Context: an optimization exercise on an open-source flow, tuned for small area, a short achievable clock period and few clock cycles. The choices shown serve that exercise and are no tape-out recipe.
No functional check of the RTL was part of any run shown here.
Power and IR drop assume default switching activity.

$ cat flow/constraint.sdc
create_clock -name core_clock -period 10.0 [get_ports {clk}]
set_input_delay 2.0000 -clock core_clock [delete_from_list [all_inputs] [get_ports {clk}]]
set_output_delay 2.0000 -clock core_clock [all_outputs]
set_load 0.01 [all_outputs]
$ cat flow/design.v
module LCD_CTRL(
    input clk, cmd_valid, reset,
    input [3:0] cmd,
    input [7:0] IROM_Q,
    output IRAM_valid, IROM_rd, busy, done,
    output [5:0] IROM_A,
    output [5:0] IRAM_A,
    output [7:0] IRAM_D
);
    reg [2:0] r, c;           
    reg [1:0] ri0, ri1, ci0, ci1;
    reg [1:0] pri0, pri1, pci0, pci1;   
    reg       busy_r, cv, cw, wph, done_r, rom_rd, ram_v;
    reg       smax, smin, savg;
    reg [3:0] srow, scol;     
    reg [5:0] rom_a, ram_a, wend;
    reg [7:0] ram_d;
    reg [63:0] ld;            
    reg [7:0] b0 [0:15];      
    reg [7:0] b1 [0:15];      
    reg [7:0] b2 [0:15];      
    reg [7:0] b3 [0:15];      
    reg [7:0] x0, x1, x2, x3;  
    reg       l0, l1, l2, l3;  
    assign busy = busy_r;
    assign done = done_r;
    assign IROM_rd = rom_rd;
    assign IROM_A = rom_a;
    assign IRAM_valid = ram_v;
    assign IRAM_A = ram_a;
    assign IRAM_D = ram_d;
    wire wc = l0 & l1 & l2 & l3;              
    wire opx = cv & wc;                       
    wire g01 = x0 >= x1, g02 = x0 >= x2, g03 = x0 >= x3;
    wire g12 = x1 >= x2, g13 = x1 >= x3, g23 = x2 >= x3;
    wire [7:0] vmax = ({8{ g01 &  g02 &  g03}} & x0) | ({8{~g01 &  g12 &  g13}} & x1) |
                      ({8{~g02 & ~g12 &  g23}} & x2) | ({8{~g03 & ~g13 & ~g23}} & x3);
    wire [7:0] vmin = ({8{~g01 & ~g02 & ~g03}} & x0) | ({8{ g01 & ~g12 & ~g13}} & x1) |
                      ({8{ g02 &  g12 & ~g23}} & x2) | ({8{ g03 &  g13 &  g23}} & x3);
    wire [9:0] sum = x0 + x1 + x2 + x3;
    wire [7:0] vavg = sum[9:2];
    wire [7:0] vsym = ({8{smax}} & vmax) | ({8{smin}} & vmin) | ({8{savg}} & vavg);
    wire [7:0] nv0 = vsym | ({8{srow[0]}} & x2) | ({8{scol[0]}} & x1);
    wire [7:0] nv1 = vsym | ({8{srow[1]}} & x3) | ({8{scol[1]}} & x0);
    wire [7:0] nv2 = vsym | ({8{srow[2]}} & x0) | ({8{scol[2]}} & x3);
    wire [7:0] nv3 = vsym | ({8{srow[3]}} & x1) | ({8{scol[3]}} & x2);
    wire [3:0] wi0 = {ri0, ci0}, wi1 = {ri0, ci1}, wi2 = {ri1, ci0}, wi3 = {ri1, ci1};
    wire [3:0] pi0 = {pri0, pci0}, pi1 = {pri0, pci1}, pi2 = {pri1, pci0}, pi3 = {pri1, pci1};
    wire chg0 = wi0 != pi0, chg1 = wi1 != pi1, chg2 = wi2 != pi2, chg3 = wi3 != pi3;
    wire land = rom_rd & ~wph;                 
    wire lb0 = land & ~rom_a[3] & ~rom_a[0];
    wire lb1 = land & ~rom_a[3] &  rom_a[0];
    wire lb2 = land &  rom_a[3] & ~rom_a[0];
    wire lb3 = land &  rom_a[3] &  rom_a[0];
    wire wstart = cw & ~wph;
    wire ev0 = lb0 | wstart | (chg0 & ~wph);
    wire ev1 = lb1 | wstart | (chg1 & ~wph);
    wire ev2 = lb2 | wstart | (chg2 & ~wph);
    wire ev3 = lb3 | wstart | (chg3 & ~wph);
    wire [7:0] wd0 = lb0 ? IROM_Q : x0;
    wire [7:0] wd1 = lb1 ? IROM_Q : x1;
    wire [7:0] wd2 = lb2 ? IROM_Q : x2;
    wire [7:0] wd3 = lb3 ? IROM_Q : x3;
    integer k;
    always @(posedge clk) begin
        for (k = 0; k < 16; k = k + 1) begin
            if (ev0 && pi0 == k) b0[k] <= wd0;
            if (ev1 && pi1 == k) b1[k] <= wd1;
            if (ev2 && pi2 == k) b2[k] <= wd2;
            if (ev3 && pi3 == k) b3[k] <= wd3;
        end
    end
    wire [5:0] a0 = {ri0, 1'b0, ci0, 1'b0};    
    wire [5:0] a1 = {ri0, 1'b0, ci1, 1'b1};
    wire [5:0] a2 = {ri1, 1'b1, ci0, 1'b0};
    wire [5:0] a3 = {ri1, 1'b1, ci1, 1'b1};
    wire [7:0] y0 = b0[wi0], y1 = b1[wi1], y2 = b2[wi2], y3 = b3[wi3];
    wire nl0 = chg0 ? ld[a0] : (l0 | lb0);
    wire nl1 = chg1 ? ld[a1] : (l1 | lb1);
    wire nl2 = chg2 ? ld[a2] : (l2 | lb2);
    wire nl3 = chg3 ? ld[a3] : (l3 | lb3);
    wire miss = ~(nl0 & nl1 & nl2 & nl3);
    wire [5:0] fa = ~nl0 ? a0 : ~nl1 ? a1 : ~nl2 ? a2 : a3;
    always @(posedge clk) begin
        x0 <= opx ? nv0 : chg0 ? y0 : lb0 ? IROM_Q : x0;
        x1 <= opx ? nv1 : chg1 ? y1 : lb1 ? IROM_Q : x1;
        x2 <= opx ? nv2 : chg2 ? y2 : lb2 ? IROM_Q : x2;
        x3 <= opx ? nv3 : chg3 ? y3 : lb3 ? IROM_Q : x3;
    end
    wire take = cmd_valid & ~busy_r;
    wire mu = take & (cmd == 4'd1) & (r != 3'd0);
    wire md = take & (cmd == 4'd2) & (r != 3'd6);
    wire ml = take & (cmd == 4'd3) & (c != 3'd0);
    wire mr = take & (cmd == 4'd4) & (c != 3'd6);
    wire is_op = cmd >= 4'd5;
    wire [2:0] ru = r - 3'd1, rd = r + 3'd1, cl = c - 3'd1, cr = c + 3'd1;
    wire [1:0] ru0 = ru[2:1] + {1'b0, ru[0]}, rd0 = rd[2:1] + {1'b0, rd[0]};
    wire [1:0] cl0 = cl[2:1] + {1'b0, cl[0]}, cr0 = cr[2:1] + {1'b0, cr[0]};
    wire [5:0] w = {r, c};
    wire [5:0] wfirst = wc ? w : rom_a;
    wire [5:0] wnext = (wstart ? wfirst : w) + 6'd1;
    wire [2:0] wr = wnext[5:3], wcl = wnext[2:0];
    wire       wlast = ram_v & (w == wend);     
    wire       wgo = wph & ~done_r & ~wlast;
    reg  [7:0] xs, ys;
    reg        nls;
    always @(*) begin
        case ({r[0], c[0]})
            2'b00: begin xs = x0; ys = y0; nls = ld[a0]; end
            2'b01: begin xs = x1; ys = y1; nls = ld[a1]; end
            2'b10: begin xs = x2; ys = y2; nls = ld[a2]; end
            default: begin xs = x3; ys = y3; nls = ld[a3]; end
        endcase
    end
    always @(posedge clk) begin
        if (wstart) begin
            ram_a <= wfirst;
            ram_d <= wc ? xs : IROM_Q;
            wend <= wfirst;
        end else if (wgo) begin
            ram_a <= w;
            ram_d <= nls ? ys : IROM_Q;
        end
    end
    wire cvn = (take & is_op) | (cv & ~wc);
    wire dd = r[0] ^ c[0];                    
    always @(posedge clk, posedge reset) begin
        if (reset) begin
            r <= 3'd3; c <= 3'd3;
            ri0 <= 2'd2; ri1 <= 2'd1; ci0 <= 2'd2; ci1 <= 2'd1;
            pri0 <= 2'd2; pri1 <= 2'd1; pci0 <= 2'd2; pci1 <= 2'd1;
            busy_r <= 1'b0;
            cv <= 1'b0;
            cw <= 1'b0;
            wph <= 1'b0;
            done_r <= 1'b0;
            rom_rd <= 1'b0;
            rom_a <= 6'd0;
            ram_v <= 1'b0;
            ld <= 64'd0;
            l0 <= 1'b0; l1 <= 1'b0; l2 <= 1'b0; l3 <= 1'b0;
        end else begin
            pri0 <= ri0; pri1 <= ri1; pci0 <= ci0; pci1 <= ci1;
            ld <= ld | ({63'd0, land} << rom_a);
            l0 <= nl0; l1 <= nl1; l2 <= nl2; l3 <= nl3;
            if (wph | wstart) begin
                wph <= 1'b1;
                cv <= 1'b0;
                ram_v <= wstart | wgo;
                if (wlast) done_r <= 1'b1;
                if (wstart | wgo) begin
                    r <= wr; c <= wcl;
                    ri1 <= wr[2:1]; ri0 <= wr[2:1] + {1'b0, wr[0]};
                    ci1 <= wcl[2:1]; ci0 <= wcl[2:1] + {1'b0, wcl[0]};
                    rom_a <= wnext;
                end
                rom_rd <= wstart | wgo;
            end else begin
                if (mu) begin r <= ru; ri1 <= ru[2:1]; ri0 <= ru0; end
                if (md) begin r <= rd; ri1 <= rd[2:1]; ri0 <= rd0; end
                if (ml) begin c <= cl; ci1 <= cl[2:1]; ci0 <= cl0; end
                if (mr) begin c <= cr; ci1 <= cr[2:1]; ci0 <= cr0; end
                rom_rd <= miss;
                rom_a <= fa;
                cv <= cvn;
                if (take & (cmd == 4'd0)) cw <= 1'b1;
                busy_r <= (take & (cmd == 4'd0)) | (cvn & miss);
            end
        end
    end
    always @(posedge clk) begin
        if (take) begin
            smax <= cmd == 4'd5;
            smin <= cmd == 4'd6;
            savg <= cmd == 4'd7;
            srow[0] <= (cmd == 4'd10) | (cmd == 4'd8 &  dd) | (cmd == 4'd9 & ~dd);
            srow[1] <= (cmd == 4'd10) | (cmd == 4'd8 & ~dd) | (cmd == 4'd9 &  dd);
            srow[2] <= (cmd == 4'd10) | (cmd == 4'd8 & ~dd) | (cmd == 4'd9 &  dd);
            srow[3] <= (cmd == 4'd10) | (cmd == 4'd8 &  dd) | (cmd == 4'd9 & ~dd);
            scol[0] <= (cmd == 4'd11) | (cmd == 4'd8 & ~dd) | (cmd == 4'd9 &  dd);
            scol[1] <= (cmd == 4'd11) | (cmd == 4'd8 &  dd) | (cmd == 4'd9 & ~dd);
            scol[2] <= (cmd == 4'd11) | (cmd == 4'd8 &  dd) | (cmd == 4'd9 & ~dd);
            scol[3] <= (cmd == 4'd11) | (cmd == 4'd8 & ~dd) | (cmd == 4'd9 &  dd);
        end
    end
endmodule
$ cat flow/config.mk
export PLATFORM = sky130hd
export DESIGN_NAME = LCD_CTRL
export DESIGN_NICKNAME = LCD_CTRL
export VERILOG_FILES = /design/flow/design.v
export SDC_FILE = /design/flow/constraint.sdc
export NUM_CORES = 8
export LEC_CHECK = 0
export CAP_MARGIN = 20
export CORE_MARGIN = 2
export CORE_UTILIZATION = 30
export SETUP_SLACK_MARGIN = 5
export SLEW_MARGIN = 20
$ cat flow/run.sh
#!/bin/bash
# synth_recipe.tcl (not shown) runs the flow's synth.tcl, then flattens the netlist and writes it again
# the make line also repeats each setting of config.mk as NAME=value (left out here)
make -C /OpenROAD-flow-scripts/flow DESIGN_CONFIG=/design/flow/config.mk WORK_HOME=/design/flow/orfs CLKGATE_MAP_FILE= SYNTH_SCRIPT=/design/flow/synth_recipe.tcl finish
==> summary.txt, run 1 <==
setup repair after global routing missed its margin: false
cts bufs inserted: 71
synthesized netlist net count: 2,455
footprint of the multi-input gates: 10,700 µm²
Met1 Routed Length: 40.2 mm
critical path cell sequence: buf_4, xor2_1, or4_1, nor2_1, o21ai_0, nand2_1, nor2_1
count of synthesis-stage warnings from yosys: 5
launching point of the worst reg2reg path: ci0[1]
total count of hold-check failures in the final report: 0
antenna fix cells: 0
non-filler cells, final: 3,777
Reg clk slew, reported paths: 0.06 ns
crit-path max cell delay: 0.88 ns
critical register-to-register path endpoint: b2[12][0]
Final Routed Wirelength: 96.0 mm
number of hold-repair buffers added at the cts stage: 0
mean area per synthesized cell: 13.1 µm²
Setup crit end kind: flip-flop
setup ws final: 5.61 ns
largest fanout on the critical path: 47
hold path startpoint: ld[42]
total count of max-transition violations in the final report: 0
gr usage total: 0.177
root buffer selected by CTS: clkbuf_16
worst vdd rail ir drop: 0.285 mV
top layer used by detailed routing: met4
Buf+Inv Stages, Crit Path: 1
max-capacitance violation count: 0
power density over the cells: 369 nW/µm²
register-to-register setup slack: 5.61 ns
end point of the critical path: b2[12][0]
global-route wire length before repair: 141 mm
instance count of the mapped netlist: 2,344
num ports: 39
area grow syn2layout: 13.9%
most prevalent standard cell on the critical path: nor2_1
vias per std cell: 5.65
slowest library cell on the worst path: dfstp_4
routability-driven placement congestion ratio: 0.959
Site Rows: 117
main flop type after synthesis: edfxtp_1
largest net degree at the start of global routing: 68
buffers from clock root to sink, at most: 3
largest delay contributor family on the critical path: simple AND/OR/NAND/NOR gates
average detailed-routed wire length per instance: 25.4 µm
Placed Cells incl. Taps: 3,649
setup slack after placement: 5.54 ns
DRC Markers: 0
number of buffers inserted by post-CTS setup repair: 0
number of cell instances on the worst register-to-register path: 7
count of state elements after synthesis: 670
top cells by area, synth: edfxtp_1, dfrtp_1, ha_1
Tcrit/Tclk final: 0.439
sequential cell area in the final layout: 19,300 µm²
post-synthesis cell area: 30,800 µm²
number of nets in the layout: 2,465
DR iter-0 viols: 3,139
GRT overflow: 0
width of the chip: 324 µm
worst min-delay path category: flip-flop to flip-flop
CP Launch Point: ci0[1]
routed wire length on met2: 43.0 mm
commonest non-fill, non-tap cell in the layout: edfxtp_1
library cells used by synthesis: 89
number of iterations in the first detailed-routing pass: 8
number of antenna violations at the first check in global routing: 1
outcome: timing/DRC/antenna clean
total power of the final layout: 0.0129 W
number of global-route vias before repair: 20,300
Chip Height: 324 µm
worst endpoint required time: 10.25 ns
Detail Route Antenna Nets: 0
post-synthesis sequential area ratio: 0.627
Setup-failing EPs final: 0
TritonCTS clock tree: yes
core region area: 102,000 µm²
Worst-Margin Slew: 1.12 ns
Worst Skew: 0.0312 ns
clock network latency to the later pin of the worst-skew pair: 0.63 ns
most used cells in the layout excluding fill and tap cells: edfxtp_1, nand2_1, nor2_1
Via Count: 21,400
count of flip-flops with a built-in enable after synthesis: 539
share of post-route cells with drive strength above 1: 0.108
Crit path depth: 7
portion of synthesized cell area occupied by the leading cell type: 0.525
Fillers: 9,963
worst slew margin relative to its limit: 0.248
leakage power total: 12.4 nW
count of input and output buffers: 38
Total Die Area: 105,000 µm²
Synth async-reset ratio: 0.148
Worst Path Arrival: 4.64 ns
Initial Util: 0.302
upper clock frequency limit: 228 MHz
critical path launch point type: flip-flop
cell accounting for the most synthesized area: edfxtp_1
sum of negative setup slack: 0 ns
DPL Wire Length: 64.2 mm
Max H-tree Level: 3
type of the worst setup path: flip-flop to flip-flop
detailed-routed wire length on met3: 9.66 mm
number of clock sinks: 670
cts repair resizes: 0
time the worst path needs with I/O delays and setup: 4.39 ns
## layout make-up
cell class | instances | area share
clock inverters | 45 | 0.0114
well taps | 1368 | 0.0488
inverters | 77 | 0.00831
repair buffers | 95 | 0.0230
flip-flops and latches | 670 | 0.551
clock buffers | 83 | 0.0537
multi-input cells | 1439 | 0.304
## kinds of logic (layout without fill, tap and decap cells)
family	Yosys count	in the layout	share of synthesized area
AOI/OAI and AO/OA	699	699	0.167
DFF	670	670	0.627
and+or+nand+nor	521	521	0.0831
buffers and inverters	235	300	0.0308
adders and majority gates	96	96	0.0429
muxes	93	93	0.0406
xor gates and xnor gates	30	30	0.00897
## Yosys cell counts, types with 11 or more instances
library cell / n
mux4_2: 20
xnor2_1: 12
a22oi_1: 112
a31oi_1: 30
nand3b_1: 12
nand2b_1: 29
nor3_1: 28
fa_1: 16
buf_1: 19
a222oi_1: 45
mux2i_1: 53
nor2_1: 139
ha_1: 80
nand2_1: 148
nor2b_1: 19
inv_1: 72
a22o_1: 20
dfxtp_1: 32
mux2_2: 17
o21ai_0: 98
a221oi_1: 36
nand3_1: 43
o21bai_1: 23
nor4_1: 16
a21oi_1: 82
and3_1: 15
and2_1: 11
xor2_1: 17
o21a_1: 22
buf_2: 30
a21o_1: 56
edfxtp_1: 539
a211o_1: 14
o22ai_1: 15
dfrtp_1: 89
clkbuf_1: 104
a211oi_1: 27
## layer usage
metal  up-vias  track usage
li1       9246            -
met1     10800        0.248
met2      1130        0.269
met3       208       0.0412
met4         0       0.0582
met5         -            0
## metrics by stage
step / utilization / hold slack [ns] / area, µm²
floorplan: - / 0.352 / 30800
global placement: 0.322 / 0.431 / 32800
detailed placement: 0.322 / 0.435 / 32800
CTS: 0.344 / 0.449 / 35100
global route: 0.344 / 0.463 / 35100
finish: 0.344 / 0.445 / 35100
## worst min-delay path by stage
stage,to,slack [ns],cells past startpoint
finish,ld[42],0.45,1
global route,ld[42],0.46,1
CTS,ld[42],0.45,1
detailed placement,ld[42],0.44,1
global placement,ld[56],0.43,1
floorplan,pri0[1],0.35,0
## power by group
| part | switching [W] | leakage [nW] | internal, W | total [W] |
|---|---|---|---|---|
| registers | 0.000607 | 6.38 | 0.00370 | 0.00431 |
| clock network | 0.00113 | 1.12 | 0.00147 | 0.00260 |
| logic | 0.00385 | 4.94 | 0.00218 | 0.00603 |
| total | 0.00559 | 12.4 | 0.00735 | 0.0129 |
## flip-flops by register name, indices dropped and copies added, names as in the netlist, 2 cells and up
signal and cells:
ri0 2, x2 8, b2 128, wend 6, x1 8, rom_a 6
ci0 2, pri1 2, b1 128, x0 8, scol 2, srow 2
ld 64, x3 8, b3 128, pri0 2, ram_d 8, pci0 2
pci1 2, ci1 2, ram_a 6, b0 128, r 3
## worst reg2reg max path, cell delays in order (launching register included)
cell and delay, ns:
dfstp_4 0.88, buf_4 0.64, xor2_1 0.28, or4_1 0.62, nor2_1 0.08, o21ai_0 0.51
nand2_1 0.23, nor2_1 0.79
==> run 2, diff against run 1 <==
--- a/flow/design.v
+++ b/flow/design.v
@@ -37,7 +37,30 @@
                       ({8{~g02 & ~g12 &  g23}} & x2) | ({8{~g03 & ~g13 & ~g23}} & x3);
     wire [7:0] vmin = ({8{~g01 & ~g02 & ~g03}} & x0) | ({8{ g01 & ~g12 & ~g13}} & x1) |
                       ({8{ g02 &  g12 & ~g23}} & x2) | ({8{ g03 &  g13 &  g23}} & x3);
-    wire [9:0] sum = x0 + x1 + x2 + x3;
+    function [8:0] add8;
+        input [7:0] a, b;
+        reg [7:0] g0, p0, g1, p1, g2, p2, g3;
+        begin
+            g0 = a & b; p0 = a ^ b;
+            g1 = g0 | (p0 & {g0[6:0], 1'b0}); p1 = p0 & {p0[6:0], 1'b0};
+            g2 = g1 | (p1 & {g1[5:0], 2'b0}); p2 = p1 & {p1[5:0], 2'b0};
+            g3 = g2 | (p2 & {g2[3:0], 4'b0});
+            add8 = {g3[7], p0 ^ {g3[6:0], 1'b0}};
+        end
+    endfunction
+    function [9:0] add9;
+        input [8:0] a, b;
+        reg [8:0] g0, p0, g1, p1, g2, p2, g3, p3, g4;
+        begin
+            g0 = a & b; p0 = a ^ b;
+            g1 = g0 | (p0 & {g0[7:0], 1'b0}); p1 = p0 & {p0[7:0], 1'b0};
+            g2 = g1 | (p1 & {g1[6:0], 2'b0}); p2 = p1 & {p1[6:0], 2'b0};
+            g3 = g2 | (p2 & {g2[4:0], 4'b0}); p3 = p2 & {p2[4:0], 4'b0};
+            g4 = g3 | (p3 & {g3[0], 8'b0});
+            add9 = {g4[8], p0 ^ {g4[7:0], 1'b0}};
+        end
+    endfunction
+    wire [9:0] sum = add9(add8(x0, x1), add8(x2, x3));
     wire [7:0] vavg = sum[9:2];
     wire [7:0] vsym = ({8{smax}} & vmax) | ({8{smin}} & vmin) | ({8{savg}} & vavg);
     wire [7:0] nv0 = vsym | ({8{srow[0]}} & x2) | ({8{scol[0]}} & x1);
==> flow/flow/run.sh (new file) <==
#!/bin/bash
# The standard layout, with timing repair aiming for a setup slack of 6.5 ns at the 10 ns clock.
set -euo pipefail
bash standard.sh SETUP_SLACK_MARGIN=6.5 finish > standard.log 2>&1
==> flow/standard.sh (new file) <==
#!/bin/bash
# synth_recipe.tcl (not shown) runs the flow's synth.tcl, then flattens the netlist and writes it again
# the make line also repeats each setting of config.mk as NAME=value (left out here)
make -C /OpenROAD-flow-scripts/flow DESIGN_CONFIG=/design/flow/config.mk WORK_HOME=/design/flow/orfs CLKGATE_MAP_FILE= SYNTH_SCRIPT=/design/flow/synth_recipe.tcl "${@:-finish}"
--- a/flow/config.mk
+++ b/flow/config.mk
@@ -8,5 +8,4 @@
 export CAP_MARGIN = 20
 export CORE_MARGIN = 2
 export CORE_UTILIZATION = 30
-export SETUP_SLACK_MARGIN = 5
 export SLEW_MARGIN = 20
removed: flow/run.sh
==> run 2 against run 1 <==
- flip-flop and latch count did not move
- synthesized cell count rose by 4.5%
- synthesized area is 2.3% higher
- setup slack better by 0.89 ns
- die area up 2.3%
- final cell count increased by 4.9%
- clock power increased by 2%
- first-iteration DRC count up 5.4%
- sequential power shrank 1%
- clock skew rose by 0.00076 ns
- critical endpoint is now IRAM_D[0]
==> summary.txt, run 2 <==
worst endpoint required time: 8.00 ns (-2.25 ns)
GRT overflow: 0 (unchanged)
vias per std cell: 5.66 (about the same)
most common cell in the netlist: edfxtp_1
Chip Height: 328 µm (+1.1%)
Synth async-reset ratio: 0.148 (unchanged)
DPL Wire Length: 66.9 mm (+4.2%)
number of nets in the layout: 2,629 (+6.7%)
gr usage total: 0.188 (+0.0114)
Initial Util: 0.303 (+0.000892)
count of synthesis-stage warnings from yosys: 5 (unchanged)
crit-path max cell delay: 0.52 ns (-0.36 ns)
commonest non-fill, non-tap cell in the layout: edfxtp_1
share of post-route cells with drive strength above 1: 0.190 (+0.0829)
Setup-failing EPs final: 0 (unchanged)
setup repair after global routing missed its margin: true
Worst-Margin Slew: 1.10 ns (-0.0238 ns)
DR iter-0 viols: 3,308 (+5.4%)
outcome: timing/DRC/antenna clean
number of antenna violations at the first check in global routing: 7 (+6)
portion of synthesized cell area occupied by the leading cell type: 0.513 (-0.0119)
buffers from clock root to sink, at most: 3 (unchanged)
Detail Route Antenna Nets: 0 (unchanged)
Total Die Area: 108,000 µm² (+2.3%)
Buf+Inv Stages, Crit Path: 1 (unchanged)
most used cells in the layout excluding fill and tap cells: edfxtp_1, nand2_1, nor2_1
count of state elements after synthesis: 670 (unchanged)
average detailed-routed wire length per instance: 26.3 µm (+3.4%)
TritonCTS clock tree: yes
count of input and output buffers: 38 (unchanged)
number of hold-repair buffers added at the cts stage: 0 (unchanged)
Setup crit end kind: output port
clock network latency to the later pin of the worst-skew pair: 0.64 ns (about the same)
number of iterations in the first detailed-routing pass: 6 (-2)
main flop type after synthesis: edfxtp_1
top cells by area, synth: edfxtp_1, dfrtp_1, ha_1
root buffer selected by CTS: clkbuf_16
cell accounting for the most synthesized area: edfxtp_1
type of the worst setup path: flip-flop to output port
largest net degree at the start of global routing: 69 (+1.5%)
mean area per synthesized cell: 12.9 µm² (-2.1%)
max-capacitance violation count: 0 (unchanged)
post-synthesis sequential area ratio: 0.613 (-0.0142)
Site Rows: 118 (+0.85%)
routability-driven placement congestion ratio: 0.934 (-2.6%)
instance count of the mapped netlist: 2,450 (+4.5%)
worst vdd rail ir drop: 0.226 mV (-20%)
Tcrit/Tclk final: 0.350 (-0.0889)
area grow syn2layout: 17.4%
width of the chip: 328 µm (+1.1%)
library cells used by synthesis: 95 (+6.7%)
worst min-delay path category: flip-flop to flip-flop
largest delay contributor family on the critical path: flip-flops
number of clock sinks: 670 (unchanged)
time the worst path needs with I/O delays and setup: 3.50 ns (-0.889 ns)
Worst Path Arrival: 1.50 ns (-3.14 ns)
core region area: 104,000 µm² (+2.0%)
most frequent cells after synthesis: edfxtp_1, nor2_1, nand2_1, o21ai_0, a21oi_1
sum of negative setup slack: 0 ns (unchanged)
Fillers: 10,100 (+1.8%)
critical path cell sequence: dlygate4sd2_1
global-route wire length before repair: 150 mm (+6.4%)
met3 track utilization from global routing: 0.0397 (-0.00142)
cts bufs inserted: 72 (+1.4%)
Worst Skew: 0.0320 ns (+0.000764 ns)
total count of max-transition violations in the final report: 0 (unchanged)
number of global-route vias before repair: 21,500 (+5.9%)
met1 demand-to-capacity share in global routing: 0.267 (+0.0185)
Final Routed Wirelength: 104 mm (+8.4%)
num ports: 39 (unchanged)
Max H-tree Level: 3 (unchanged)
power density over the cells: 372 nW/µm² (+1.0%)
final instance area: 37,000 µm² (+5.4%)
post-synthesis cell area: 31,500 µm² (+2.3%)
critical path launch point type: flip-flop
largest fanout on the critical path: 1 (-98%)
Area after DPL: 33,400 µm² (+1.8%)
worst slew margin relative to its limit: 0.266 (+0.0186)
busiest metal layer after global routing: met2
Reg clk slew, reported paths: 0.06 ns (about the same)
synthesized netlist net count: 2,556 (+4.1%)
leakage power total: 13.1 nW (+5.3%)
slowest library cell on the worst path: edfxtp_1
Via Count: 22,400 (+4.9%)
count of flip-flops with a built-in enable after synthesis: 539 (unchanged)
met2 demand-to-capacity share in global routing: 0.286 (+0.0171)
total count of hold-check failures in the final report: 0 (unchanged)
DRC Markers: 0 (unchanged)
upper clock frequency limit: 286 MHz (+25%)
## run 2: kinds of logic after synthesis
logic type / Yosys count / synth area share
compound gates: 673 / 0.151
xor+xnor: 46 / 0.0128
fa+ha+maj: 91 / 0.0366
buf+inv: 222 / 0.0330
flops: 670 / 0.613
mux: 148 / 0.0612
simple gates: 600 / 0.0931
## run 2: power by group
part | total (W) | leakage [nW] | internal (W) | switching, W
Clock | 0.00265 | 1.12 | 0.00152 | 0.00113
Sequential | 0.00425 | 6.41 | 0.00371 | 0.000545
Combinational | 0.00688 | 5.58 | 0.00258 | 0.00430
## run 2: what timing repair did
action / 4_1_cts / 5_1_grt
pin swaps: 15 / 28
resized for setup: 142 / 85
setup buffers: 27 / 29
endpoints found under the hold margin: 0 / 0
cloned: 1 / 1
endpoints found under the setup margin: 539 / 386
## run 2: final timing paths
| check | start | end | slack, ns | cells past startpoint |
|---|---|---|---|---|
| min | ld[48] | ld[48] | 0.45 | 1 |
| max | ram_d[0] | IRAM_D[0] | 6.50 | 1 |
| max in group asynchronous | reset | ci1[1] | 7.04 | 3 |
| min in group asynchronous | reset | ld[32] | 1.84 | 2 |
| max reg2reg | ci0[0] | ram_d[2] | 6.50 | 8 |
| min reg2reg | ld[48] | ld[48] | 0.45 | 1 |
## run 2: stage by stage
stage	instances	setup WS [ns]	utilization	power, W	hold WS [ns]
5_1_grt	3959	6.33	0.356	0.0144	0.466
3_3_place_gp	3767	5.74	0.321	0.0101	0.434
3_5_place_dp	3770	5.74	0.321	0.0101	0.438
4_1_cts	3928	6.41	0.349	0.0131	0.450
6_report	3961	6.50	0.356	0.0138	0.448
2_1_floorplan	2450	6.57	-	0.00798	0.352
## run 2: final cells by class
cell class	count	area, µm²	share of cell area
flip-flops and latches	670	19400	0.524
repair buffers	154	1480	0.0399
clock inverters	38	398	0.0108
clock buffers	92	1910	0.0515
multi-input cells	1558	11800	0.319
diodes	2	5.00	0.000135
repair inverters	1	7.51	0.000203
inverters	66	270	0.00730
well taps	1380	1730	0.0467
## run 2: layer usage
metal	share of wire	up-vias
li1	-	9622
met1	0.43	11300
met2	0.44	1272
met3	0.10	218
met4	0.033	6
met5	0.00036	-
==> run 3, diff against run 2 <==
==> flow/flow/run.sh (replaced) <==
#!/bin/bash
# The standard layout, with timing repair aiming for a setup slack of 7 ns at the 10 ns clock.
set -euo pipefail
bash standard.sh SETUP_SLACK_MARGIN=7 finish > standard.log 2>&1
==> run 3 against run 2 <==
- still clean on timing, DRC and antenna
- via count is 6.0% higher
- combinational power is 26% higher
- fmax is 3.1% higher
- non-clock buffer count is 156 higher
- clock power is 5% higher
- synthesized cell count stayed put
- first-iteration DRC count is 11% lower
- final cell count is 3.9% higher
- setup slack better by 0.11 ns
- sequential power is 1% lower
- largest cell class unchanged
- largest power group unchanged
==> summary.txt, run 3 <==
Setup crit end kind: output port
Worst Skew: 0.0368 ns (+0.00481 ns)
DR iter-0 viols: 2,953 (-11%)
portion of synthesized cell area occupied by the leading cell type: 0.513 (unchanged)
most common cell in the netlist: edfxtp_1
mean area per synthesized cell: 12.9 µm² (unchanged)
power density over the cells: 389 nW/µm² (+4.5%)
num ports: 39 (unchanged)
top cells by area, synth: edfxtp_1, dfrtp_1, ha_1
largest delay contributor family on the critical path: flip-flops
area grow syn2layout: 27.4%
worst endpoint required time: 8.00 ns (about the same)
instance count of the mapped netlist: 2,450 (unchanged)
leakage power total: 14.4 nW (+9.6%)
count of input and output buffers: 38 (unchanged)
library cells used by synthesis: 95 (unchanged)
post-synthesis cell area: 31,500 µm² (unchanged)
cell accounting for the most synthesized area: edfxtp_1
TritonCTS clock tree: yes
count of synthesis-stage warnings from yosys: 5 (unchanged)
main flop type after synthesis: edfxtp_1
number of nets in the layout: 2,785 (+5.9%)
largest net degree at the start of global routing: 55 (-20%)
Final Routed Wirelength: 112 mm (+7.3%)
share of post-route cells with drive strength above 1: 0.306 (+0.116)
core region area: 104,000 µm² (unchanged)
most used cells in the layout excluding fill and tap cells: edfxtp_1, buf_4, nand2_1
most frequent cells after synthesis: edfxtp_1, nor2_1, nand2_1, o21ai_0, a21oi_1
setup repair after global routing missed its margin: true
time the worst path needs with I/O delays and setup: 3.39 ns (-0.106 ns)
total power of the final layout: 0.0156 W (+13%)
synthesized netlist net count: 2,556 (unchanged)
Worst Path Arrival: 1.39 ns (-0.11 ns)
DRC Markers: 0 (unchanged)
Tcrit/Tclk final: 0.339 (-0.0106)
Worst-Margin Slew: 1.02 ns (-0.0813 ns)
number of iterations in the first detailed-routing pass: 8 (+2)
Total Die Area: 108,000 µm² (unchanged)
critical path cell sequence: buf_2
DPL Wire Length: 68.9 mm (+3.1%)
number of global-route vias before repair: 22,800 (+5.8%)
Synth async-reset ratio: 0.148 (unchanged)
GRT overflow: 0 (unchanged)
largest fanout on the critical path: 2 (+1)
cts bufs inserted: 72 (unchanged)
number of clock sinks: 670 (unchanged)
Chip Height: 328 µm (unchanged)
Via Count: 23,700 (+6.0%)
type of the worst setup path: flip-flop to output port
non-filler cells, final: 4,116 (+3.9%)
buffers from clock root to sink, at most: 3 (unchanged)
count of flip-flops with a built-in enable after synthesis: 539 (unchanged)
Buf+Inv Stages, Crit Path: 1 (unchanged)
Reg clk slew, reported paths: 0.06 ns (about the same)
footprint of the multi-input gates: 13,000 µm² (+9.8%)
worst vdd rail ir drop: 0.540 mV (+140%)
total count of max-transition violations in the final report: 0 (unchanged)
count of state elements after synthesis: 670 (unchanged)
Setup-failing EPs final: 0 (unchanged)
sum of negative setup slack: 0 ns (unchanged)
clock network latency to the later pin of the worst-skew pair: 0.65 ns (about the same)
Site Rows: 118 (unchanged)
worst min-delay path category: flip-flop to flip-flop
width of the chip: 328 µm (unchanged)
Placed Cells incl. Taps: 3,779 (+0.24%)
commonest non-fill, non-tap cell in the layout: edfxtp_1
Initial Util: 0.303 (unchanged)
routability-driven placement congestion ratio: 0.962 (+3.0%)
post-synthesis sequential area ratio: 0.613 (unchanged)
Detail Route Antenna Nets: 0 (unchanged)
Hold Worst Slack: 0.452 ns (+0.00398 ns)
worst slew margin relative to its limit: 0.320 (+0.0542)
root buffer selected by CTS: clkbuf_16
critical path launch point type: flip-flop
average detailed-routed wire length per instance: 27.1 µm (+3.2%)
number of antenna violations at the first check in global routing: 3 (-4)
Max H-tree Level: 3 (unchanged)
vias per std cell: 5.77 (+2.0%)
global-route wire length before repair: 159 mm (+5.6%)
gr usage total: 0.199 (+0.0108)
upper clock frequency limit: 295 MHz (+3.1%)
max-capacitance violation count: 0 (unchanged)
crit-path max cell delay: 0.54 ns (+0.02 ns)
Fillers: 9,752 (-3.8%)
outcome: timing/DRC/antenna clean
total count of hold-check failures in the final report: 0 (unchanged)
number of hold-repair buffers added at the cts stage: 0 (unchanged)
sequential cell area in the final layout: 19,400 µm² (+0.10%)
slowest library cell on the worst path: edfxtp_1
-- run 3: cell types whose count changed in the layout (fill, tap and decap cells not counted), sizes merged, moves of 4 or more --
cell / before / now
buf: 115 / 290
dlygate4sd2: 21 / 0
clkinv: 29 / 20
clkbuf: 93 / 100
clkdlybuf4s50: 14 / 8
bufbuf: 0 / 4
bufinv: 6 / 10
-- run 3: stage by stage --
step,worst slack [ns],cell area (µm²),util
2_1_floorplan,6.67,31700,-
3_3_place_gp,5.51,33500,0.323
3_5_place_dp,5.65,33600,0.323
4_1_cts,6.63,39000,0.375
5_1_grt,6.61,40200,0.386
6_report,6.61,40200,0.386
-- run 3: worst paths after layout --
| kind | slack (ns) | start | to | depth (start not counted) |
|---|---|---|---|---|
| min reg2reg | 0.45 | ld[37] | ld[37] | 1 |
| max in group asynchronous | 7.25 | reset | pci0[1] | 3 |
| min | 0.45 | ld[37] | ld[37] | 1 |
| max | 6.61 | ram_d[7] | IRAM_D[7] | 1 |
| max reg2reg | 6.72 | x2[1] | x3[6] | 18 |
| min in group asynchronous | 1.88 | reset | ld[17] | 2 |
-- run 3: kinds of logic (layout without fill, tap and decap cells) --
logic type | Yosys count | count (layout) | synth area share
adder cells (fa/ha/maj) | 91 | 91 | 0.0366
flip-flops | 670 | 670 | 0.613
buffers and inverters | 222 | 507 | 0.0330
other | 0 | 1 | 0
AND/OR/NAND/NOR | 600 | 600 | 0.0931
XOR/XNOR | 46 | 46 | 0.0128
multiplexers | 148 | 148 | 0.0612
AO/OA/AOI/OAI | 673 | 673 | 0.151
-- run 3: cell type report --
class,count,area share
Multi-Input combinational cell,1558,0.323
Antenna cell,1,0.0000623
Clock inverter,37,0.0122
Clock buffer,93,0.0476
Timing Repair Buffer,310,0.0832
Inverter,66,0.00717
Tap cell,1380,0.0430
Sequential cell,670,0.484
Timing Repair inverter,1,0.000187
-- run 3: report_power, final --
group,switching [W],internal (W),leakage [nW]
registers,0.000475,0.00371,6.41
clock network,0.00116,0.00162,1.14
logic,0.00512,0.00354,6.81
total,0.00675,0.00887,14.4
-- run 3: timing repair --
item / 4_1_cts / 5_1_grt
endpoints found under the hold margin: 0 / 0
gates resized for setup: 449 / 148
gates cloned: 6 / 4
pin swaps: 102 / 79
setup buffers: 148 / 48
endpoints found under the setup margin: 726 / 448
-- run 3: per-layer routing --
metal,vias up,part of all wire,routed length (µm),global-route usage
li1,9940,-,-,-
met1,11900,0.38,42700,0.265
met2,1567,0.45,49800,0.306
met3,357,0.12,13100,0.0495
met4,2,0.055,6110,0.0901
met5,-,0.000081,9,0
==> run 4, diff against run 3 <==
--- a/flow/config.mk
+++ b/flow/config.mk
@@ -5,6 +5,7 @@
 export SDC_FILE = /design/flow/constraint.sdc
 export NUM_CORES = 8
 export LEC_CHECK = 0
+export ABC_AREA = 1
 export CAP_MARGIN = 20
 export CORE_MARGIN = 2
 export CORE_UTILIZATION = 30
==> run 4 against run 3 <==
- cell area down 6.2%
- highest routed layer unchanged
- setup slack better by 0.081 ns
- via count is 0.47% higher
- utilization down 2.1 points
- sequential share of layout area is 3.1 points higher
- synthesized area decreased by 1.2%
- global-route usage shrank 2.4 points
- final cell count grew 14%
- non-clock buffer count fell by 179
- worst hold slack improved by 0.0020 ns
- fmax rose by 2.4%
- register-to-register slack hardly changed
==> summary.txt, run 4 <==
DPL Wire Length: 65.6 mm (-4.9%)
count of synthesis-stage warnings from yosys: 5 (unchanged)
critical path cell sequence: buf_6
total count of max-transition violations in the final report: 0 (unchanged)
GRT overflow: 0 (unchanged)
number of global-route vias before repair: 22,900 (+0.25%)
worst slew margin relative to its limit: 0.429 (+0.109)
setup repair after global routing missed its margin: true
gr usage total: 0.175 (-0.0237)
worst vdd rail ir drop: 0.147 mV (-73%)
Final Routed Wirelength: 95.3 mm (-15%)
Total Die Area: 106,000 µm² (-1.1%)
number of clock sinks: 670 (unchanged)
most used cells in the layout excluding fill and tap cells: nand2_1, edfxtp_1, nor2_1
count of flip-flops with a built-in enable after synthesis: 539 (unchanged)
number of antenna violations at the first check in global routing: 2 (-1)
sum of negative setup slack: 0 ns (unchanged)
worst min-delay path category: flip-flop to flip-flop
Setup crit end kind: output port
slowest library cell on the worst path: edfxtp_1
library cells used by synthesis: 51 (-46%)
setup ws final: 6.69 ns (+0.0811 ns)
count of state elements after synthesis: 670 (unchanged)
Detail Route Antenna Nets: 0 (unchanged)
TritonCTS clock tree: yes
root buffer selected by CTS: clkbuf_16
time the worst path needs with I/O delays and setup: 3.31 ns (-0.0811 ns)
total count of hold-check failures in the final report: 0 (unchanged)
synthesized netlist net count: 3,211 (+26%)
Via Count: 23,900 (+0.47%)
leakage power total: 12.3 nW (-14%)
largest delay contributor family on the critical path: flip-flops
type of the worst setup path: flip-flop to output port
Setup-failing EPs final: 0 (unchanged)
max-capacitance violation count: 0 (unchanged)
post-synthesis sequential area ratio: 0.620 (+0.00718)
largest fanout on the critical path: 1 (-1)
upper clock frequency limit: 302 MHz (+2.4%)
final instance area: 37,700 µm² (-6.2%)
Chip Height: 326 µm (-0.57%)
main flop type after synthesis: edfxtp_1
commonest non-fill, non-tap cell in the layout: nand2_1
global-route wire length before repair: 142 mm (-10%)
crit-path max cell delay: 0.51 ns (-0.03 ns)
post-synthesis cell area: 31,200 µm² (-1.2%)
Area after DPL: 33,200 µm² (-1.2%)
share of post-route cells with drive strength above 1: 0.178 (-0.128)
core region area: 103,000 µm² (-0.71%)
critical path launch point type: flip-flop
number of nets in the layout: 3,350 (+20%)
Worst-Margin Slew: 0.854 ns (-0.166 ns)
power density over the cells: 148 nW/µm² (-62%)
Site Rows: 118 (unchanged)
setup slack after placement: 5.98 ns (+0.335 ns)
mean area per synthesized cell: 10.0 µm² (-22%)
Tcrit/Tclk final: 0.331 (-0.00811)
count of input and output buffers: 38 (unchanged)
Worst Path Arrival: 1.31 ns (-0.08 ns)
area grow syn2layout: 20.9%
number of iterations in the first detailed-routing pass: 7 (-1)
cts bufs inserted: 73 (+1.4%)
Initial Util: 0.302 (-0.00137)
num ports: 39 (unchanged)
DR iter-0 viols: 2,523 (-15%)
top cells by area, synth: edfxtp_1, nand2_1, dfrtp_1
final design utilization: 0.365 (-0.0213)
Fillers: 10,100 (+4.0%)
Synth async-reset ratio: 0.148 (unchanged)
average detailed-routed wire length per instance: 20.4 µm (-25%)
clock network latency to the later pin of the worst-skew pair: 0.63 ns (-0.02 ns)
largest net degree at the start of global routing: 66 (+20%)
instance count of the mapped netlist: 3,105 (+27%)
Buf+Inv Stages, Crit Path: 1 (unchanged)
portion of synthesized cell area occupied by the leading cell type: 0.519 (+0.00602)
buffers from clock root to sink, at most: 3 (unchanged)
Max H-tree Level: 3 (unchanged)
cell accounting for the most synthesized area: edfxtp_1
worst endpoint required time: 8.00 ns (about the same)
Reg clk slew, reported paths: 0.06 ns (about the same)
DRC Markers: 0 (unchanged)
width of the chip: 326 µm (-0.57%)
Worst Skew: 0.0351 ns (-0.00167 ns)
outcome: timing/DRC/antenna clean
routability-driven placement congestion ratio: 0.946 (-1.7%)
most frequent cells after synthesis: nand2_1, edfxtp_1, nor2_1, inv_1, nand3_1
vias per std cell: 5.09 (-12%)
most common cell in the netlist: nand2_1
[run 4: cell types whose count changed after synthesis, sizes merged, moves of 35 or more]
cell and delta:
mux2i -75, o221ai +35, clkbuf -36, a21o -56
buf -50, nor2b -36, nand3 +117, nand2 +724
a22oi -91, nand4 +131, inv +159, nor2 +224
mux2 -42
[run 4: worst min-delay path, delay by kind of cell, from the launching register on]
kind | cells | cell delay [ns]
flip-flops | 1 | 0.31
AO/OA/AOI/OAI | 1 | 0.06
buffers and inverters | 1 | 0.05
[run 4: layout make-up]
| type | instances | area (µm²) | area share |
|---|---|---|---|
| flip-flops and latches | 670 | 19400 | 0.515 |
| well taps | 1380 | 1730 | 0.0458 |
| repair inverters | 2 | 10.0 | 0.000266 |
| diodes | 2 | 5.00 | 0.000133 |
| clock buffers | 92 | 1940 | 0.0515 |
| repair buffers | 131 | 1200 | 0.0318 |
| inverters | 229 | 947 | 0.0251 |
| multi-input cells | 2137 | 12200 | 0.323 |
| clock inverters | 41 | 299 | 0.00794 |
[run 4: cells by family after synthesis]
logic type,count (synthesis),synth area share
buffers and inverters,299,0.0386
DFF,670,0.620
xor gates and xnor gates,27,0.00759
AOI/OAI and AO/OA,374,0.0735
and+or+nand+nor,1644,0.223
adders and majority gates,91,0.0370
[run 4: final timing paths]
kind	from	to	slack [ns]	depth (start not counted)
min in group asynchronous	reset	ld[40]	1.83	2
max in group asynchronous	reset	r[2]	7.34	3
hold reg to reg	ld[59]	ld[59]	0.45	2
setup / recovery	ram_d[4]	IRAM_D[4]	6.69	1
setup reg to reg	x3[1]	x3[7]	6.72	21
hold / removal	ld[59]	ld[59]	0.45	2
[run 4: timing repair]
action,CTS,global route
setup endpoints to repair,1011,547
pin swaps,29,28
hold buffers,0,0
buffers inserted,50,17
resized for setup,420,160
gates cloned,3,1
[run 4: through the flow]
step,power [W],instances,hold slack [ns]
finish,0.00556,4684,0.454
global route,0.00570,4682,0.467
floorplan,0.00305,3105,0.352
CTS,0.00560,4664,0.448
detailed placement,0.00306,4478,0.423
global placement,0.00306,4478,0.424
[run 4: power breakdown]
part	internal, W	total [W]	switching (W)
combinational	0.00000734	0.0000315	0.0000242
sequential	0.00297	0.00297	0
clock	0.00144	0.00256	0.00112
total	0.00442	0.00556	0.00114
[run 4: routing by layer]
layer | up-vias | global-route usage | share of wire
met2 | 1107 | 0.282 | 0.46
li1 | 11100 | - | -
met4 | 2 | 0.0672 | 0.038
met5 | - | 0 | 0.00017
met1 | 11400 | 0.236 | 0.42
met3 | 219 | 0.0304 | 0.084
==> run 5, diff against run 4 <==
--- a/flow/design.v
+++ b/flow/design.v
@@ -76,10 +76,6 @@
     wire lb2 = land &  rom_a[3] & ~rom_a[0];
     wire lb3 = land &  rom_a[3] &  rom_a[0];
     wire wstart = cw & ~wph;
-    wire ev0 = lb0 | wstart | (chg0 & ~wph);
-    wire ev1 = lb1 | wstart | (chg1 & ~wph);
-    wire ev2 = lb2 | wstart | (chg2 & ~wph);
-    wire ev3 = lb3 | wstart | (chg3 & ~wph);
     wire [7:0] wd0 = lb0 ? IROM_Q : x0;
     wire [7:0] wd1 = lb1 ? IROM_Q : x1;
     wire [7:0] wd2 = lb2 ? IROM_Q : x2;
@@ -87,10 +83,10 @@
     integer k;
     always @(posedge clk) begin
         for (k = 0; k < 16; k = k + 1) begin
-            if (ev0 && pi0 == k) b0[k] <= wd0;
-            if (ev1 && pi1 == k) b1[k] <= wd1;
-            if (ev2 && pi2 == k) b2[k] <= wd2;
-            if (ev3 && pi3 == k) b3[k] <= wd3;
+            if (pi0 == k) b0[k] <= wd0;
+            if (pi1 == k) b1[k] <= wd1;
+            if (pi2 == k) b2[k] <= wd2;
+            if (pi3 == k) b3[k] <= wd3;
         end
     end
     wire [5:0] a0 = {ri0, 1'b0, ci0, 1'b0};    
@@ -136,14 +132,9 @@
         endcase
     end
     always @(posedge clk) begin
-        if (wstart) begin
-            ram_a <= wfirst;
-            ram_d <= wc ? xs : IROM_Q;
-            wend <= wfirst;
-        end else if (wgo) begin
-            ram_a <= w;
-            ram_d <= nls ? ys : IROM_Q;
-        end
+        ram_a <= wstart ? wfirst : w;
+        ram_d <= wstart ? (wc ? xs : IROM_Q) : (nls ? ys : IROM_Q);
+        if (wstart) wend <= wfirst;
     end
     wire cvn = (take & is_op) | (cv & ~wc);
     wire dd = r[0] ^ c[0];                    
@@ -158,13 +149,10 @@
             wph <= 1'b0;
             done_r <= 1'b0;
             rom_rd <= 1'b0;
-            rom_a <= 6'd0;
             ram_v <= 1'b0;
-            ld <= 64'd0;
             l0 <= 1'b0; l1 <= 1'b0; l2 <= 1'b0; l3 <= 1'b0;
         end else begin
             pri0 <= ri0; pri1 <= ri1; pci0 <= ci0; pci1 <= ci1;
-            ld <= ld | ({63'd0, land} << rom_a);
             l0 <= nl0; l1 <= nl1; l2 <= nl2; l3 <= nl3;
             if (wph | wstart) begin
                 wph <= 1'b1;
@@ -175,7 +163,6 @@
                     r <= wr; c <= wcl;
                     ri1 <= wr[2:1]; ri0 <= wr[2:1] + {1'b0, wr[0]};
                     ci1 <= wcl[2:1]; ci0 <= wcl[2:1] + {1'b0, wcl[0]};
-                    rom_a <= wnext;
                 end
                 rom_rd <= wstart | wgo;
             end else begin
@@ -184,12 +171,17 @@
                 if (ml) begin c <= cl; ci1 <= cl[2:1]; ci0 <= cl0; end
                 if (mr) begin c <= cr; ci1 <= cr[2:1]; ci0 <= cr0; end
                 rom_rd <= miss;
-                rom_a <= fa;
                 cv <= cvn;
                 if (take & (cmd == 4'd0)) cw <= 1'b1;
                 busy_r <= (take & (cmd == 4'd0)) | (cvn & miss);
             end
         end
+    end
+    always @(posedge clk) rom_a <= (wph | wstart) ? wnext : fa;
+    integer q;
+    always @(posedge clk, posedge reset) begin
+        if (reset) ld <= 64'd0;
+        else for (q = 0; q < 64; q = q + 1) if (land && rom_a == q) ld[q] <= 1'b1;
     end
     always @(posedge clk) begin
         if (take) begin
--- a/flow/config.mk
+++ b/flow/config.mk
@@ -9,4 +9,5 @@
 export CAP_MARGIN = 20
 export CORE_MARGIN = 2
 export CORE_UTILIZATION = 30
+export CTS_BUF_LIST = sky130_fd_sc_hd__clkbuf_8
 export SLEW_MARGIN = 20
==> run 5 against run 4 <==
- cell area is 2.1% lower
- global-route usage is 0.65 points higher
- clock power is 11% lower
- utilization is 0.31 points lower
- largest power group unchanged
- synthesized area is 0.89% lower
- sequential share of layout area is 0.75 points higher
- die area is 0.88% lower
- register-to-register slack better by 0.02 ns
- first-iteration DRC count is 13% higher
- synthesized cell count is 1.2% lower
==> summary.txt, run 5 <==
outcome: timing/DRC/antenna clean
largest fanout on the critical path: 2 (+1)
instance count of the mapped netlist: 3,068 (-1.2%)
Setup-failing EPs final: 0 (unchanged)
synthesized netlist net count: 3,174 (-1.2%)
type of the worst setup path: flip-flop to output port
post-synthesis sequential area ratio: 0.620 (about the same)
fraction of power consumed by combinational cells: 0.006 (about the same)
share of post-route cells with drive strength above 1: 0.183 (+0.00431)
cell accounting for the most synthesized area: edfxtp_1
number of antenna violations at the first check in global routing: 4 (+2)
worst endpoint required time: 8.00 ns (about the same)
Synth async-reset ratio: 0.139 (-0.00896)
Chip Height: 325 µm (-0.44%)
leakage power total: 14.0 nW (+14%)
number of global-route vias before repair: 23,300 (+1.9%)
number of clock sinks: 670 (unchanged)
max-capacitance violation count: 0 (unchanged)
Total Die Area: 106,000 µm² (-0.88%)
width of the chip: 325 µm (-0.44%)
commonest non-fill, non-tap cell in the layout: nand2_1
Net Switching: 0.00116 W (+1.1%)
library cells used by synthesis: 55 (+7.8%)
critical path launch point type: flip-flop
routability-driven placement congestion ratio: 0.922 (-2.5%)
total power of the final layout: 0.00529 W (-4.9%)
count of input and output buffers: 38 (unchanged)
portion of total power attributed to sequential cells: 0.561 (+0.026)
Site Rows: 117 (-0.85%)
root buffer selected by CTS: clkbuf_8
Final Routed Wirelength: 98.5 mm (+3.4%)
Via Count: 24,100 (+0.99%)
worst slew margin relative to its limit: 0.274 (-0.155)
DRC Markers: 0 (unchanged)
Worst Path Arrival: 1.38 ns (+0.07 ns)
power density over the cells: 143 nW/µm² (-2.8%)
Switching Fraction: 0.219 (+0.0130)
setup repair after global routing missed its margin: true
TritonCTS clock tree: yes
Tcrit/Tclk final: 0.338 (+0.00697)
internal cell power: 0.00413 W (-6.4%)
count of synthesis-stage warnings from yosys: 5 (unchanged)
gr usage total: 0.182 (+0.00647)
num ports: 39 (unchanged)
DR iter-0 viols: 2,852 (+13%)
worst vdd rail ir drop: 0.114 mV (-22%)
critical path cell sequence: buf_6
core region area: 102,000 µm² (-1.3%)
most frequent cells after synthesis: nand2_1, edfxtp_1, nor2_1, inv_1, nand3_1
Setup crit end kind: output port
number of iterations in the first detailed-routing pass: 6 (-1)
GRT overflow: 0 (unchanged)
Worst Skew: 0.0741 ns (+0.0389 ns)
worst min-delay path category: flip-flop to flip-flop
main flop type after synthesis: edfxtp_1
sequential cell area in the final layout: 19,300 µm² (-0.69%)
Fillers: 10,200 (+0.55%)
Max H-tree Level: 3 (unchanged)
footprint of the multi-input gates: 11,600 µm² (-4.9%)
upper clock frequency limit: 296 MHz (-2.1%)
area grow syn2layout: 19.4%
portion of synthesized cell area occupied by the leading cell type: 0.511 (-0.00894)
buffers from clock root to sink, at most: 3 (unchanged)
most used cells in the layout excluding fill and tap cells: nand2_1, edfxtp_1, nor2_1
Reg clk slew, reported paths: 0.06 ns (about the same)
final design utilization: 0.362 (-0.00313)
Detail Route Antenna Nets: 0 (unchanged)
global-route wire length before repair: 146 mm (+2.7%)
largest delay contributor family on the critical path: flip-flops
largest net degree at the start of global routing: 57 (-14%)
proportion of power drawn by the clock network: 0.433 (-0.027)
cts bufs inserted: 108 (+48%)
time the worst path needs with I/O delays and setup: 3.38 ns (+0.0697 ns)
count of flip-flops with a built-in enable after synthesis: 525 (-2.6%)
post-synthesis cell area: 30,900 µm² (-0.89%)
DPL Wire Length: 67.9 mm (+3.5%)
mean area per synthesized cell: 10.1 µm² (+0.30%)
Initial Util: 0.303 (+0.00117)
vias per std cell: 5.10 (+0.22%)
crit-path max cell delay: 0.47 ns (-0.04 ns)
sum of negative setup slack: 0 ns (unchanged)
slowest library cell on the worst path: dfrtp_2
most common cell in the netlist: nand2_1
Worst-Margin Slew: 1.08 ns (+0.231 ns)
Buf+Inv Stages, Crit Path: 1 (unchanged)
count of state elements after synthesis: 670 (unchanged)
total count of hold-check failures in the final report: 0 (unchanged)
clock network latency to the later pin of the worst-skew pair: 0.76 ns (+0.13 ns)
number of nets in the layout: 3,366 (+0.48%)
average detailed-routed wire length per instance: 20.9 µm (+2.6%)
top cells by area, synth: edfxtp_1, nand2_1, dfrtp_1
total count of max-transition violations in the final report: 0 (unchanged)
==> run 5: cell types whose count changed after synthesis, sizes merged, moves of 7 or more <==
| cell | change |
|---|---|
| inv | +18 |
| a21o | +7 |
| edfxtp | -14 |
| o21ai | -14 |
| nand3 | -17 |
| dfxtp | +20 |
| nand2 | -12 |
| a21oi | -10 |
==> run 5: area by class of cell <==
| type | count | area share |
|---|---|---|
| Sequential cell | 670 | 0.522 |
| Multi-Input combinational cell | 2090 | 0.314 |
| Tap cell | 1368 | 0.0464 |
| Clock buffer | 116 | 0.0433 |
| Timing Repair Buffer | 145 | 0.0337 |
| Inverter | 245 | 0.0278 |
| Clock inverter | 84 | 0.0130 |
| Antenna cell | 2 | 0.000136 |
==> run 5: repair_timing <==
action / 4_1_cts / 5_1_grt
endpoints found under the setup margin: 199 / 96
endpoints found under the hold margin: 0 / 0
cloned: 0 / 1
pin swaps: 20 / 37
resized for setup: 313 / 132
buffers inserted: 43 / 41
hold buffers: 0 / 0
==> run 5: power by group through the flow <==
stage / sequential, W / combinational [W] / clock (W)
detailed placement: 0.00303 / 0.0000326 / 0
floorplan: 0.00303 / 0.0000112 / 0
global route: 0.00297 / 0.0000369 / 0.00244
finish: 0.00297 / 0.0000340 / 0.00229
global placement: 0.00303 / 0.0000325 / 0
CTS: 0.00297 / 0.0000328 / 0.00231
==> run 5: path summary, 6_finish.rpt <==
kind | from | to | slack, ns | cells after the start
max | ram_v | IRAM_valid | 6.62 | 1
min | ld[12] | ld[12] | 0.46 | 1
max reg2reg | x1[4] | x0[6] | 6.74 | 16
min reg2reg | ld[12] | ld[12] | 0.46 | 1
max in group asynchronous | reset | ld[43] | 7.25 | 3
min in group asynchronous | reset | cw | 1.76 | 2
==> run 5: routing by layer <==
metal	global-route usage	part of all wire	wire [µm]	vias up
met5	0	0	0	-
met1	0.239	0.41	40400	11500
met4	0.0741	0.043	4200	0
met2	0.293	0.46	45200	1230
met3	0.0356	0.088	8680	293
li1	-	-	-	11000
==> run 5: logic make-up (layout without fill, tap and decap cells) <==
kind of cell / count (synthesis) / count (layout) / share of synthesized area
flops: 670 / 670 / 0.620
buf+inv: 309 / 590 / 0.0410
simple gates: 1623 / 1623 / 0.224
compound gates: 346 / 347 / 0.0696
fa+ha+maj: 91 / 91 / 0.0374
xor+xnor: 29 / 29 / 0.00822
other cells: 0 / 2 / 0
==> run 5: metrics by stage <==
step	setup slack (ns)	hold WS, ns	instance area (µm²)	cells
4_1_cts	6.56	0.458	36000	4674
3_3_place_gp	6.10	0.432	32900	4431
5_1_grt	6.56	0.476	36900	4720
3_5_place_dp	6.10	0.435	32900	4431
6_report	6.62	0.457	36900	4720
2_1_floorplan	6.92	0.352	31000	3068
==> run 6, diff against run 5 <==
--- a/flow/config.mk
+++ b/flow/config.mk
@@ -9,5 +9,4 @@
 export CAP_MARGIN = 20
 export CORE_MARGIN = 2
 export CORE_UTILIZATION = 30
-export CTS_BUF_LIST = sky130_fd_sc_hd__clkbuf_8
 export SLEW_MARGIN = 20
==> run 6 against run 5 <==
- still clean
- total power rose by 5.1%
- worst hold slack got worse by 0.0015 ns
- clock power rose by 12%
- sequential share of layout area rose by 0.17 points
- routed wire length rose by 0.17%
- critical path type is now flip-flop to flip-flop
- largest cell class unchanged
==> summary.txt, run 6 <==
largest delay contributor family on the critical path: adder cells
Via Count: 23,900 (-0.64%)
detailed-routed wire length on met3: 8.91 mm (+2.7%)
commonest non-fill, non-tap cell in the layout: nand2_1
root buffer selected by CTS: clkbuf_16
proportion of power drawn by the clock network: 0.460 (+0.027)
Total Die Area: 106,000 µm² (unchanged)
Max H-tree Level: 3 (unchanged)
critical path cell sequence: ha_1, fa_2, a21oi_2, o21bai_2, a21oi_2, o21bai_1, xor2_1, inv_1, ha_4, nand2_2, inv_2, a221oi_2, nand2_1, or2_4, nand3_4, nand3_4, nor2_1, nor2_1
number of clock sinks: 670 (unchanged)
type of the worst setup path: flip-flop to flip-flop
post-synthesis cell area: 30,900 µm² (unchanged)
crit-path max cell delay: 0.37 ns (-0.10 ns)
synthesized netlist net count: 3,174 (unchanged)
Worst-Margin Slew: 1.08 ns (-0.00525 ns)
max-capacitance violation count: 0 (unchanged)
upper clock frequency limit: 303 MHz (+2.6%)
number of nets in the layout: 3,317 (-1.5%)
Buf+Inv Stages, Crit Path: 2 (+1)
post-synthesis sequential area ratio: 0.620 (unchanged)
most frequent cells after synthesis: nand2_1, edfxtp_1, nor2_1, inv_1, nand3_1
Setup-failing EPs final: 0 (unchanged)
TritonCTS clock tree: yes
number of hold-repair buffers added at the cts stage: 0 (unchanged)
routability-driven placement congestion ratio: 0.922 (unchanged)
Fillers: 10,100 (-0.87%)
Switching Fraction: 0.202 (-0.0168)
total count of max-transition violations in the final report: 0 (unchanged)
total count of hold-check failures in the final report: 0 (unchanged)
top cells by area, synth: edfxtp_1, nand2_1, dfrtp_1
DR iter-0 viols: 2,883 (+1.1%)
share of post-route cells with drive strength above 1: 0.166 (-0.0168)
largest net degree at the start of global routing: 57 (unchanged)
Hold Worst Slack: 0.455 ns (-0.00148 ns)
library cells used by synthesis: 55 (unchanged)
sum of negative setup slack: 0 ns (unchanged)
Worst Skew: 0.0359 ns (-0.0382 ns)
global-route wire length before repair: 145 mm (-0.74%)
fraction of power consumed by combinational cells: 0.006 (about the same)
Net Switching: 0.00112 W (-3.0%)
number of iterations in the first detailed-routing pass: 6 (unchanged)
instance count of the mapped netlist: 3,068 (unchanged)
multiplexer fraction of the synthesized cell area: 0 (unchanged)
most used cells in the layout excluding fill and tap cells: nand2_1, edfxtp_1, nor2_1
Final Routed Wirelength: 98.7 mm (+0.17%)
Synth Area in Compound Gates: 0.0696 (unchanged)
area grow syn2layout: 19.0%
portion of synthesized cell area occupied by the leading cell type: 0.511 (unchanged)
count of flip-flops with a built-in enable after synthesis: 525 (unchanged)
num ports: 39 (unchanged)
Tcrit/Tclk final: 0.330 (-0.00852)
routed wire length on met2: 45.9 mm (+1.5%)
DPL Wire Length: 67.9 mm (unchanged)
outcome: timing/DRC/antenna clean
slowest library cell on the worst path: dfxtp_1
number of antenna violations at the first check in global routing: 4 (unchanged)
mean area per synthesized cell: 10.1 µm² (unchanged)
antenna fix cells: 0 (-2)
Chip Height: 325 µm (unchanged)
power density over the cells: 151 nW/µm² (+5.4%)
most common cell in the netlist: nand2_1
Worst Path Arrival: 3.80 ns (+2.42 ns)
cell accounting for the most synthesized area: edfxtp_1
Met1 Routed Length: 40.0 mm (-0.99%)
gr usage total: 0.181 (-0.000672)
number of global-route vias before repair: 22,900 (-1.5%)
worst min-delay path category: flip-flop to flip-flop
portion of total power attributed to sequential cells: 0.534 (-0.027)
Synth async-reset ratio: 0.139 (unchanged)
count of input and output buffers: 38 (unchanged)
Setup crit end kind: flip-flop
clock network latency to the later pin of the worst-skew pair: 0.62 ns (-0.14 ns)
largest family of logic cells by synthesized area: simple AND/OR/NAND/NOR gates
cts bufs inserted: 72 (-33%)
vias per std cell: 5.17 (+1.3%)
largest fanout on the critical path: 5 (+3)
Detail Route Antenna Nets: 0 (unchanged)
core region area: 102,000 µm² (unchanged)
count of state elements after synthesis: 670 (unchanged)
Initial Util: 0.303 (unchanged)
worst slew margin relative to its limit: 0.278 (+0.00351)
share of synthesized cell area in full adder, half adder and majority cells: 0.0374 (unchanged)
Reg clk slew, reported paths: 0.06 ns (about the same)
GRT overflow: 0 (unchanged)
count of synthesis-stage warnings from yosys: 5 (unchanged)
post-synthesis share of cell area spent on and, or, nand and nor gates: 0.224 (unchanged)
time the worst path needs with I/O delays and setup: 3.30 ns (-0.0852 ns)
DRC Markers: 0 (unchanged)
Site Rows: 117 (unchanged)
worst endpoint required time: 10.50 ns (+2.50 ns)
internal cell power: 0.00444 W (+7.3%)
width of the chip: 325 µm (unchanged)
top layer used by detailed routing: met5
setup repair after global routing missed its margin: true
critical path launch point type: flip-flop
main flop type after synthesis: edfxtp_1
leakage power total: 13.8 nW (-1.6%)
worst vdd rail ir drop: 0.161 mV (+41%)
XOR/XNOR share of the synthesized area: 0.00822 (unchanged)
buffers from clock root to sink, at most: 3 (unchanged)
average detailed-routed wire length per instance: 21.3 µm (+2.1%)
-- run 6: what timing repair did --
item | CTS | global route
setup buffers | 42 | 29
resized for setup | 324 | 93
setup endpoints to repair | 402 | 164
pin swaps | 24 | 25
gates cloned | 0 | 1
-- run 6: final timing paths --
kind                       startpoint     end  slack (ns)  depth (start not counted)
min reg2reg                    ld[12]  ld[12]        0.46                          1
min in group asynchronous       reset  ci1[1]        1.92                          2
max reg2reg                     x0[0]   x1[6]        6.70                         18
max                             x0[0]   x1[6]        6.70                         18
max in group asynchronous       reset  ld[40]        7.20                          3
min                            ld[12]  ld[12]        0.46                          1
-- run 6: power by group through the flow --
stage	Sequential, W	Combinational, W	Clock [W]
floorplan	0.00303	0.0000112	0
global placement	0.00303	0.0000325	0
detailed placement	0.00303	0.0000326	0
CTS	0.00297	0.0000332	0.00258
global route	0.00296	0.0000375	0.00269
finish	0.00297	0.0000346	0.00256
-- run 6: metal layers --
layer	track usage	vias up
li1	-	10900
met1	0.237	11600
met2	0.293	1199
met3	0.0359	277
met4	0.0747	2
met5	0	-
-- run 6: logic make-up (layout without fill, tap and decap cells) --
kind of cell / count (synthesis) / after routing
xor+xnor: 29 / 29
simple gates: 1623 / 1623
flops: 670 / 670
compound gates: 346 / 346
buf+inv: 309 / 503
fa+ha+maj: 91 / 91
-- run 6: per-stage QoR --
| stage | power [W] | utilization | setup WS [ns] | cell area, µm² | cells |
|---|---|---|---|---|---|
| after global routing | 0.00569 | 0.361 | 6.56 | 36800 | 4630 |
| after CTS | 0.00558 | 0.355 | 6.71 | 36100 | 4598 |
| after detailed placement | 0.00306 | 0.323 | 6.10 | 32900 | 4431 |
| final | 0.00556 | 0.361 | 6.70 | 36800 | 4630 |
| after global placement | 0.00306 | 0.323 | 6.10 | 32900 | 4431 |
| after floorplan | 0.00304 | - | 6.92 | 31000 | 3068 |
-- run 6: area by class of cell --
type	instances	area, µm²	share of cell area
clock buffers	94	1920	0.0524
inverters	245	1020	0.0277
repair inverters	1	5.00	0.000136
flip-flops and latches	670	19200	0.524
clock inverters	31	280	0.00763
well taps	1368	1710	0.0466
multi-input cells	2089	11400	0.311
repair buffers	132	1120	0.0305

==> static timing again, ports no longer ideal <==
The flow's constraints put no driver on any port. The routed layouts listed below were extracted and timed again, unchanged, in two steps. Step 1: set_driving_cell puts a clkbuf_16 on clk and a buf_2 on each other input, an assumption about the parent block. Step 2 also shifts input and output timing later by t, the mid clock arrival at the registers, as if the neighbouring blocks saw the same clock. a / b / c = no drivers / after step 1 / after step 2; a / b = the first two.
| run | shift t [ns] | slack for setup (ns) | worst hold slack (ns) |
|---|---|---|---|
| run 1 | 0.678 | 5.611 / 5.611 / 5.535 | 0.445 / 0.445 / 0.445 |
| run 2 | 0.689 | 6.500 / 6.435 / 5.893 | 0.448 / 0.448 / 0.448 |
| run 3 | 0.699 | 6.606 / 6.539 / 6.101 | 0.452 / 0.452 / 0.452 |
| run 4 | 0.675 | 6.687 / 6.628 / 6.192 | 0.454 / 0.454 / 0.454 |
| run 5 | 0.780 | 6.617 / 6.561 / 6.211 | 0.457 / 0.457 / 0.457 |
| run 6 | 0.674 | 6.702 / 6.683 / 6.267 | 0.455 / 0.455 / 0.455 |
After both steps setup and hold are still met in every run listed. The setup slack of run 2, which loses most, moves by -0.065 ns with the drivers and by -0.607 ns with both steps.
